From an optimization exercise on the open Yosys and OpenROAD flow, aimed at a short achievable clock period and few clock cycles; shortcuts taken in it are not production practice.
Function not checked in this run: the RTL went through the layout flow alone.
Power figures rest on the tool's default switching activity, not on a simulated workload.

==> design.v <==
`timescale 1ns/1ps
module riscv #(
  parameter RESET_PC     = 32'h0000_0000,
  parameter CPU_AWIDTH   = 6
) (
  input  clk,
  input  rst,
  input [31:0]  imem_addr1,
  input [31:0]  imem_din1,
  output [31:0] imem_dout1,
  input         imem_we1,
  input mmio_stall,
  output [31:0] mmio_addr,
  output [31:0] mmio_din,
  input  [31:0] mmio_dout,
  output        mmio_wen,
  output        mmio_ren
);
  reg [31:0] imem [0:63];
  reg [31:0] imem_dout1_r;
  always @(posedge clk) begin
    if (imem_we1) imem[imem_addr1[5:0]] <= imem_din1;
    imem_dout1_r <= imem[imem_addr1[5:0]];
  end
  assign imem_dout1 = imem_dout1_r;
  reg  [5:0]  fidx;         
  reg  [31:0] seq_pc;       
  reg         d_valid;
  reg  [31:0] d_inst;
  reg  [31:0] d_pc;
  reg         d_pred;
  reg         e_valid;
  reg         e_we;
  reg  [4:0]  e_rd;
  reg  [31:0] e_a, e_b, e_s;
  reg         e_bypa, e_bypb, e_byps;
  reg         e_sub;
  reg  [7:0]  e_sel;        
  reg         e_sra;
  reg         e_link;       
  reg  [31:0] e_lnk;        
  reg  [31:0] e_alt;        
  reg         e_br, e_jalr, e_ld, e_st, e_pred;
  reg  [2:0]  e_f3;
  reg  [5:0]  e_idx;
  reg         m_we;
  reg  [4:0]  m_rd;
  reg  [31:0] m_res;
  reg  [31:0] m_maddr;
  reg  [31:0] m_sdata;
  reg  [31:0] m_mdin;
  reg  [3:0]  m_dwe;
  reg         m_dld;
  reg         m_wen, m_ren;
  reg  [2:0]  m_f3;
  reg         w_we;
  reg  [4:0]  w_rd;
  reg  [31:0] w_res;
  reg         w_mld;
  reg  [2:0]  w_f3;
  reg  [1:0]  w_ab;
  reg  [31:0] rf   [1:31];
  reg  [31:0] dmem [0:31];
  reg  [1:0]  bht  [0:63];   
  wire gstall = mmio_stall & (m_wen | m_ren);
  wire [31:0] finst = imem[fidx];
  wire [1:0]  fbht  = bht[fidx];
  wire f_jal = finst[6] & finst[3];
  wire f_br  = finst[6] & ~finst[2];
  wire f_pred = f_jal | (f_br & (fbht[1] ? fbht[0] : finst[31]));
  wire [5:0] f_off  = f_jal ? finst[27:22] : {finst[27:25], finst[11:9]};
  wire [5:0] f_nidx = f_pred ? (fidx + f_off) : (fidx + 6'd1);
  wire [4:0] d_op  = d_inst[6:2];
  wire [2:0] d_f3  = d_inst[14:12];
  wire [4:0] d_rd  = d_inst[11:7];
  wire [4:0] d_rs1 = d_inst[19:15];
  wire [4:0] d_rs2 = d_inst[24:20];
  wire d_lui   = (d_op == 5'b01101);
  wire d_auipc = (d_op == 5'b00101);
  wire d_jal   = (d_op == 5'b11011);
  wire d_jalr  = (d_op == 5'b11001);
  wire d_br    = (d_op == 5'b11000);
  wire d_ld    = (d_op == 5'b00000);
  wire d_st    = (d_op == 5'b01000);
  wire d_opi   = (d_op == 5'b00100);
  wire d_opr   = (d_op == 5'b01100);
  wire d_use1 = d_jalr | d_br | d_ld | d_st | d_opi | d_opr;
  wire d_use2 = d_br | d_st | d_opr;
  wire d_wr   = (d_lui | d_auipc | d_jal | d_jalr | d_ld | d_opi | d_opr) & (d_rd != 5'd0);
  wire [31:0] imm_i = {{21{d_inst[31]}}, d_inst[30:20]};
  wire [31:0] imm_s = {{21{d_inst[31]}}, d_inst[30:25], d_inst[11:7]};
  wire [31:0] imm_b = {{20{d_inst[31]}}, d_inst[7], d_inst[30:25], d_inst[11:8], 1'b0};
  wire [31:0] imm_u = {d_inst[31:12], 12'b0};
  wire [31:0] imm_j = {{12{d_inst[31]}}, d_inst[19:12], d_inst[20], d_inst[30:21], 1'b0};
  wire [31:0] d_imm = d_st ? imm_s : (d_lui | d_auipc) ? imm_u : imm_i;
  wire [31:0] d_lnk  = d_pc + 32'd4;
  wire [31:0] d_tgt  = d_pc + (d_jal ? imm_j : imm_b);
  wire [31:0] d_next = d_pred ? d_tgt : d_lnk;
  wire [31:0] dm_word = dmem[m_res[6:2]];
  reg  [31:0] m_ldv;
  always @(*) begin
    case (m_f3[1:0])
      2'b00: begin
        case (m_res[1:0])
          2'd0: m_ldv = {{24{~m_f3[2] & dm_word[7]}},  dm_word[7:0]};
          2'd1: m_ldv = {{24{~m_f3[2] & dm_word[15]}}, dm_word[15:8]};
          2'd2: m_ldv = {{24{~m_f3[2] & dm_word[23]}}, dm_word[23:16]};
          default: m_ldv = {{24{~m_f3[2] & dm_word[31]}}, dm_word[31:24]};
        endcase
      end
      2'b01: m_ldv = m_res[1] ? {{16{~m_f3[2] & dm_word[31]}}, dm_word[31:16]}
                              : {{16{~m_f3[2] & dm_word[15]}}, dm_word[15:0]};
      default: m_ldv = dm_word;
    endcase
  end
  wire [31:0] m_val = m_dld ? m_ldv : m_res;
  reg [31:0] w_mv;
  always @(*) begin
    case (w_f3[1:0])
      2'b00: begin
        case (w_ab)
          2'd0: w_mv = {{24{~w_f3[2] & mmio_dout[7]}},  mmio_dout[7:0]};
          2'd1: w_mv = {{24{~w_f3[2] & mmio_dout[15]}}, mmio_dout[15:8]};
          2'd2: w_mv = {{24{~w_f3[2] & mmio_dout[23]}}, mmio_dout[23:16]};
          default: w_mv = {{24{~w_f3[2] & mmio_dout[31]}}, mmio_dout[31:24]};
        endcase
      end
      2'b01: w_mv = w_ab[1] ? {{16{~w_f3[2] & mmio_dout[31]}}, mmio_dout[31:16]}
                            : {{16{~w_f3[2] & mmio_dout[15]}}, mmio_dout[15:0]};
      default: w_mv = mmio_dout;
    endcase
  end
  wire [31:0] w_data = w_mld ? w_mv : w_res;
  wire [31:0] rf1 = (d_rs1 == 5'd0) ? 32'd0 : rf[d_rs1];
  wire [31:0] rf2 = (d_rs2 == 5'd0) ? 32'd0 : rf[d_rs2];
  wire hitE1 = e_valid & e_we & (e_rd == d_rs1);
  wire hitE2 = e_valid & e_we & (e_rd == d_rs2);
  wire hitM1 = m_we & (m_rd == d_rs1);
  wire hitM2 = m_we & (m_rd == d_rs2);
  wire hitW1 = w_we & (w_rd == d_rs1);
  wire hitW2 = w_we & (w_rd == d_rs2);
  wire [31:0] v1 = hitM1 ? m_val : hitW1 ? w_data : rf1;
  wire [31:0] v2 = hitM2 ? m_val : hitW2 ? w_data : rf2;
  wire st1 = d_use1 & (hitE1 ? e_ld : (hitM1 & m_ren));
  wire st2 = d_use2 & (hitE2 ? e_ld : (hitM2 & m_ren));
  wire dstall = d_valid & (st1 | st2);
  wire [31:0] ea = e_bypa ? m_res : e_a;
  wire [31:0] eb = e_bypb ? m_res : e_b;
  wire [31:0] es = e_byps ? m_res : e_s;
  wire [31:0] ebx  = eb ^ {32{e_sub}};
  wire [32:0] esum = {1'b0, ea} + {1'b0, ebx} + {32'd0, e_sub};
  wire e_eq  = (ea == eb);
  wire e_ltu = ~esum[32];
  wire e_lt  = (ea[31] ^ eb[31]) ? ea[31] : esum[31];
  wire [31:0] e_sll = ea << eb[4:0];
  wire [31:0] e_srl = $signed({e_sra & ea[31], ea}) >>> eb[4:0];
  wire [31:0] e_alu = ({32{e_sel[0]}} & esum[31:0]) |
                      ({32{e_sel[1]}} & e_sll) |
                      ({32{e_sel[2]}} & {31'd0, e_lt}) |
                      ({32{e_sel[3]}} & {31'd0, e_ltu}) |
                      ({32{e_sel[4]}} & (ea ^ eb)) |
                      ({32{e_sel[5]}} & e_srl) |
                      ({32{e_sel[6]}} & (ea | eb)) |
                      ({32{e_sel[7]}} & (ea & eb));
  wire [31:0] e_res = e_link ? e_lnk : e_alu;
  wire e_taken = e_f3[2] ? ((e_f3[1] ? e_ltu : e_lt) ^ e_f3[0]) : (e_eq ^ e_f3[0]);
  wire e_mis = e_valid & ((e_br & (e_taken ^ e_pred)) | e_jalr);
  wire [31:0] e_tgt = e_jalr ? {esum[31:1], 1'b0} : e_alt;
  wire e_mmio = (esum[31:28] == 4'h8);
  wire [1:0] e_ab = esum[1:0];
  reg [31:0] e_sd;
  reg [3:0]  e_be;
  always @(*) begin
    case (e_f3[1:0])
      2'b00: begin
        e_sd = {24'd0, es[7:0]} << {e_ab, 3'b000};
        e_be = 4'b0001 << e_ab;
      end
      2'b01: begin
        e_sd = e_ab[1] ? {es[15:0], 16'd0} : {16'd0, es[15:0]};
        e_be = e_ab[1] ? 4'b1100 : 4'b0011;
      end
      default: begin
        e_sd = es;
        e_be = 4'b1111;
      end
    endcase
  end
  always @(posedge clk) begin
    if (rst) begin
      fidx    <= 6'd0;
      seq_pc  <= RESET_PC;
      d_valid <= 1'b0;
      e_valid <= 1'b0;
      m_we    <= 1'b0;
      m_dwe   <= 4'd0;
      m_dld   <= 1'b0;
      m_wen   <= 1'b0;
      m_ren   <= 1'b0;
      w_we    <= 1'b0;
      w_mld   <= 1'b0;
    end else begin
      if (!gstall) begin
        fidx <= e_mis ? e_tgt[7:2] : dstall ? fidx : f_nidx;
        if (e_mis) seq_pc <= e_tgt;
        if (e_mis) d_valid <= 1'b0;
        else if (!dstall) begin
          d_valid <= 1'b1;
          d_inst  <= finst;
          d_pc    <= d_valid ? d_next : seq_pc;
          d_pred  <= f_pred;
        end
        e_valid <= d_valid & ~dstall & ~e_mis;
        e_we    <= d_wr;
        e_rd    <= d_rd;
        e_a     <= d_lui ? 32'd0 : d_auipc ? d_pc : v1;
        e_b     <= (d_opr | d_br) ? v2 : d_imm;
        e_s     <= v2;
        e_bypa  <= hitE1 & d_use1;
        e_bypb  <= hitE2 & (d_opr | d_br);
        e_byps  <= hitE2 & d_st;
        e_sub   <= d_br | (d_opr & d_f3 == 3'b000 & d_inst[30]) |
                   ((d_opr | d_opi) & (d_f3 == 3'b010 | d_f3 == 3'b011));
        e_sel   <= (d_opr | d_opi) ? (8'd1 << d_f3) : 8'd1;
        e_sra   <= d_inst[30];
        e_link  <= d_jal | d_jalr;
        e_lnk   <= d_lnk;
        e_alt   <= d_pred ? d_lnk : d_tgt;
        e_br    <= d_br;
        e_jalr  <= d_jalr;
        e_ld    <= d_ld;
        e_st    <= d_st;
        e_pred  <= d_pred;
        e_f3    <= d_f3;
        e_idx   <= d_pc[7:2];
        m_we    <= e_valid & e_we;
        m_rd    <= e_rd;
        m_res   <= e_res;
        if (e_ld | e_st) m_maddr <= esum[31:0];
        if (e_st) m_sdata <= e_sd;
        if (e_st & e_mmio) m_mdin <= e_sd;
        m_dwe   <= {4{e_valid & e_st & ~e_mmio}} & e_be;
        m_dld   <= e_valid & e_ld & ~e_mmio;
        m_wen   <= e_valid & e_st & e_mmio;
        m_ren   <= e_valid & e_ld & e_mmio;
        m_f3    <= e_f3;
      end
      w_we  <= m_we & ~gstall;
      w_rd  <= m_rd;
      w_res <= m_val;
      w_mld <= m_ren;
      w_f3  <= m_f3;
      w_ab  <= m_res[1:0];
    end
  end
  integer i;
  always @(posedge clk) begin
    if (rst) begin
      for (i = 0; i < 64; i = i + 1) bht[i] <= 2'b00;
    end else if (e_valid & e_br) begin
      bht[e_idx] <= {1'b1, e_taken};
    end
  end
  always @(posedge clk) begin
    if (w_we) rf[w_rd] <= w_data;
  end
  always @(posedge clk) begin
    if (m_dwe[0]) dmem[m_res[6:2]][7:0]   <= m_sdata[7:0];
    if (m_dwe[1]) dmem[m_res[6:2]][15:8]  <= m_sdata[15:8];
    if (m_dwe[2]) dmem[m_res[6:2]][23:16] <= m_sdata[23:16];
    if (m_dwe[3]) dmem[m_res[6:2]][31:24] <= m_sdata[31:24];
  end
  assign mmio_addr = m_maddr;
  assign mmio_din  = m_mdin;
  assign mmio_wen  = m_wen;
  assign mmio_ren  = m_ren;
endmodule
==> run.sh <==
#!/bin/bash
# synth_recipe.tcl (not shown) runs the flow's synth.tcl, then flattens the netlist and writes it again
# the make line also repeats each setting of config.mk as NAME=value (left out here)
make -C /OpenROAD-flow-scripts/flow DESIGN_CONFIG=/design/flow/config.mk WORK_HOME=/design/flow/orfs CLKGATE_MAP_FILE= SYNTH_SCRIPT=/design/flow/synth_recipe.tcl finish
==> config.mk <==
export PLATFORM = sky130hd
export DESIGN_NAME = riscv
export DESIGN_NICKNAME = riscv
export VERILOG_FILES = /design/flow/design.v
export SDC_FILE = /design/flow/constraint.sdc
export NUM_CORES = 4
export LEC_CHECK = 0
export ABC_CLOCK_PERIOD_IN_PS = 3000
export CAP_MARGIN = 20
export CORE_MARGIN = 2
export CORE_UTILIZATION = 35
export PLACE_DENSITY = 0.42
export SETUP_SLACK_MARGIN = 5
export SLEW_MARGIN = 20
==> constraint.sdc <==
create_clock -name core_clock -period 9.0 [get_ports {clk}]
set_input_delay 1.8000 -clock core_clock [delete_from_list [all_inputs] [get_ports {clk}]]
set_output_delay 1.8000 -clock core_clock [all_outputs]
set_load 0.01 [all_outputs]
==> results.txt <==
Root Buffer = clkbuf_16
Yosys top cell area share = 0.643
Sequence of cells on the critical path = buf_6 -> buf_8 -> buf_12 -> mux2i_4 -> buf_4 -> ha_1 -> nor4_1 -> nand2_1 -> nor4_1 -> nand2_2 -> o211a_1 -> a2111oi_4 -> buf_6 -> a21o_4 -> nand4b_4 -> clkinvlp_4 -> buf_12 -> buf_6 -> buf_12
Post-DRT Antenna Nets = 0
Gpl congestion = 0.925
Grt total ovfl = 0
RR Endpoint = d_pc[31]
Largest net degree at the start of global routing = 134
Final WL = 866000 um
Met3 Track Usage GR = 0.0522
Synth cell count leaders = edfxtp_1 (4562), mux4_2 (1533), clkbuf_1 (696)
Routed vias = 135000
GRT Total Usage = 0.273
Initial antenna violation count = 57
Share of total power in the clock network = 0.248
I/O pin count = 198
Max clock buf depth = 4
Post-synth EDFFs = 4562
H-tree levels = 6
Setup CP Type = reg -> reg
Crit end category = flip-flop
Endpoints failing hold = 0
Critical Path End = d_pc[31]
Top Family by Delay on Critical Path = simple AND/OR/NAND/NOR gates
Sequential Power Share = 0.313
Worst Reg2Reg Path Length in Cells = 19
Comb pwr share = 0.439
Yosys cell types = 99
Area Overhead vs Synth = 20.7%
Core Region = 0.606 sq mm
DIE WIDTH = 784 um
Die H = 784 um
CP max-delay cell = nor4_1
CTS Buf Count = 559
Worst-path fanout max = 6
Syn_area_per_cell = 17.3 sq um
Largest area contributor in the netlist = edfxtp_1
Initial DRT Pass Iterations = 6
Final Critical Period = 4.98 ns
Tcrit/Tclk final = 0.553
Drc violations = 0
Status = timing/DRC/antenna clean
Routing usage on met2 = 0.441
Worst VDD drop = 334 uV
Clock Latency Late Sink = 1.10 ns
Initial DRC count = 16500
Full die area = 0.615 sq mm
Crit path DAT = 5.76 ns
Cell area after synthesis = 0.213 sq mm
Async S/R FF share, synth = 0
CP Launch Point = e_bypa
Vias in the first global route = 135000
Static leakage = 81.7 nW
Number of vias per cell = 6.21
# port buffers = 171
GR peak layer = met2
DR WL/cell = 39.9 um
Max Cap Viol = 0
R2r setup slk = 4.02 ns
Cell depth of the worst setup path = 19
Sequential share of the synthesized area = 0.659
Final #Nets = 13400
Fmax = 201 MHz
Finished Core Util = 0.424
Cell Rows = 286
Worst-margin pin slew = 1.29 ns
Largest stage delay on the critical path = 0.62 ns
Syn nets = 12600
Switching part of the total power = 0.376
Share of cells above drive strength 1 = 0.318
Placed wire-length estimate = 508000 um
Slew headroom = 0.140
Final setup vio count = 0
Hold-fix buffers at CTS = 0
CP Launch Type = flip-flop
Max Clock Skew = 0.0531 ns
Worst-path clk slew = 0.06 ns
Synth warn = 1
Met1 usage = 0.366
Top_reg_cell synth = edfxtp_1
Worst r2r src = e_bypa
Global-route wire length before repair = 1160000 um
Post-Synthesis Cells = 12300
Register bit total from synthesis = 4729
Power Dens Cells = 349 mW/mm^2
RSZ-0062 raised after global routing = yes
WP buf/inv = 9
Starting density of the core = 0.351
Internal Pwr Total = 0.0560 W
Final Max Tran Viols = 0
Psw = 0.0337 W
Worst EP required = 9.78 ns
TritonCTS sink count = 4729
CTS tree = done
Min-delay worst type = reg -> reg
Main area contributors after synthesis = edfxtp_1 (64%), mux4_2 (16%), a22oi_1 (2.3%), dfxtp_1 (1.6%), mux2i_1 (1.5%)
Post-route setup TNS = 0 ns
Count leader, synth = edfxtp_1
[flip-flops by register name (all words and copies together) (netlist names), 6 cells and up, named ones only]
signal	cells
d_inst	30
m_res	32
e_alt	31
fidx	6
seq_pc	32
m_sdata	32
e_idx	6
dmem	1024
e_a	32
m_mdin	32
rf	992
e_lnk	32
e_s	32
e_b	32
imem	2048
d_pc	32
w_res	32
e_sel	8
bht	128
imem_dout1_r	32
m_maddr	32
[worst reg2reg max path, delay by kind of cell, from the launching register on]
family                     cells  cell delay (ns)
buffers and inverters          9             1.44
and+or+nand+nor                5             1.58
muxes                          1             0.19
AOI/OAI and AO/OA              3             0.73
adders and majority gates      1             0.34
DFF                            1             0.38
[cell type report]
type                       instances  area [sq um]
sequential                      4729        140000
timing repair buffer            1227         13800
antenna                           58           145
timing repair inverter             3          17.5
multi-input combinational       6455         74300
clock inverter                   283          2670
fill                           53500        349000
tap                             8064         10100
clock buffer                     711         15000
inverter                         160           632
[stage by stage]
stage / instance area [sq um] / power [W] / setup WS (ns) / std cells / hold slack (ns)
3_3_place_gp: 226000 / 0.0586 / 1.71 / 20000 / 0.436
3_5_place_dp: 226000 / 0.0587 / 1.61 / 20000 / 0.443
4_1_cts: 253000 / 0.0874 / 4.16 / 21400 / 0.457
5_1_grt: 257000 / 0.0924 / 4.02 / 21700 / 0.468
2_1_floorplan: 213000 / 0.0455 / 2.02 / 12300 / 0.424
6_report: 257000 / 0.0898 / 4.02 / 21700 / 0.457
[routing by layer]
metal / routed length [um] / share of wire
met1: 347000 / 0.40
met2: 409000 / 0.47
met3: 71000 / 0.082
met4: 40000 / 0.046
met5: 79 / 0.000091
[worst min-delay path by stage]
stage | start | to | slack (ns) | cells after the start
finish | bht[18][1] | bht[18][1] | 0.46 | 1
global route | bht[48][1] | bht[48][1] | 0.47 | 1
CTS | d_pc[0] | e_lnk[0] | 0.46 | 0
detailed placement | bht[59][1] | bht[59][1] | 0.44 | 1
global placement | d_pc[0] | e_lnk[0] | 0.44 | 0
floorplan | d_pred | e_pred | 0.42 | 0
[kinds of logic (layout without fill, tap and decap cells)]
group | Yosys count | count (layout) | share of synthesized area
compound gates | 2643 | 2645 | 0.0882
flops | 4729 | 4729 | 0.659
buf+inv | 1147 | 2384 | 0.0215
xor+xnor | 148 | 148 | 0.00609
other cells | 0 | 58 | 0
fa+ha+maj | 135 | 135 | 0.00804
simple gates | 1604 | 1606 | 0.0362
mux | 1919 | 1921 | 0.181
[timing repair]
item | CTS | global route
buffers inserted | 361 | 172
resized for setup | 998 | 393
pin swaps | 239 | 206
endpoints found under the setup margin | 1772 | 526
gates cloned | 58 | 11
[power groups by stage]
stage / Clock [W] / Sequential [W] / Combinational (W)
final: 0.0223 / 0.0281 / 0.0394
after global routing: 0.0235 / 0.0282 / 0.0408
after CTS: 0.0226 / 0.0282 / 0.0365
after detailed placement: 0 / 0.0289 / 0.0298
after global placement: 0 / 0.0289 / 0.0297
after floorplan: 0 / 0.0273 / 0.0182
[cell usage in the layout (no fill, tap or decap), types with 47 or more instances in the layout]
cell type,count
a31oi_1,195
inv_1,136
clkinv_2,80
clkdlybuf4s50_1,107
o21ai_0,194
a22oi_1,650
buf_12,113
nand4_1,89
a21oi_1,339
diode_2,58
buf_4,664
nor3_4,50
nand3_1,87
edfxtp_1,4562
buf_16,73
and2_1,153
nor2_1,364
o211ai_1,80
a22o_1,198
mux2i_4,77
mux2_2,47
a21o_1,55
a211oi_1,110
clkbuf_16,584
mux2i_1,225
xnor2_1,64
mux4_2,1533
ha_1,103
dfxtp_1,140
a221oi_1,204
nor2_4,112
o2bb2ai_1,66
a21oi_2,67
buf_6,149
nand2_1,393
clkinv_1,97
clkbuf_1,129

-- afterwards: timing with drivers on the ports --
The flow's constraints put no driver on any port. The routed layout listed below was extracted and timed again, unchanged, in two steps. Step 1 (the two cells are an assumption about what drives the block):
set clk [get_ports {clk}]
set_driving_cell -lib_cell sky130_fd_sc_hd__clkbuf_16 $clk
set_driving_cell -lib_cell sky130_fd_sc_hd__buf_2 [delete_from_list [all_inputs] $clk]
Step 2 times the ports against the registers' clock, not the clock port: input delays grow and output delays shrink by t, the midpoint of the rising clock arrivals with the driver on. Three values: no drivers, after step 1, after step 2; two values: the first two.
t (ns): 1.211
setup WS [ns]: 4.024 / 4.024 / 3.708
worst data-port slew with drivers (ns): 0.24
After both steps this run still meets setup and hold. For this run, drivers alone change the setup slack by 0.000 ns; drivers and shift together by -0.316 ns.
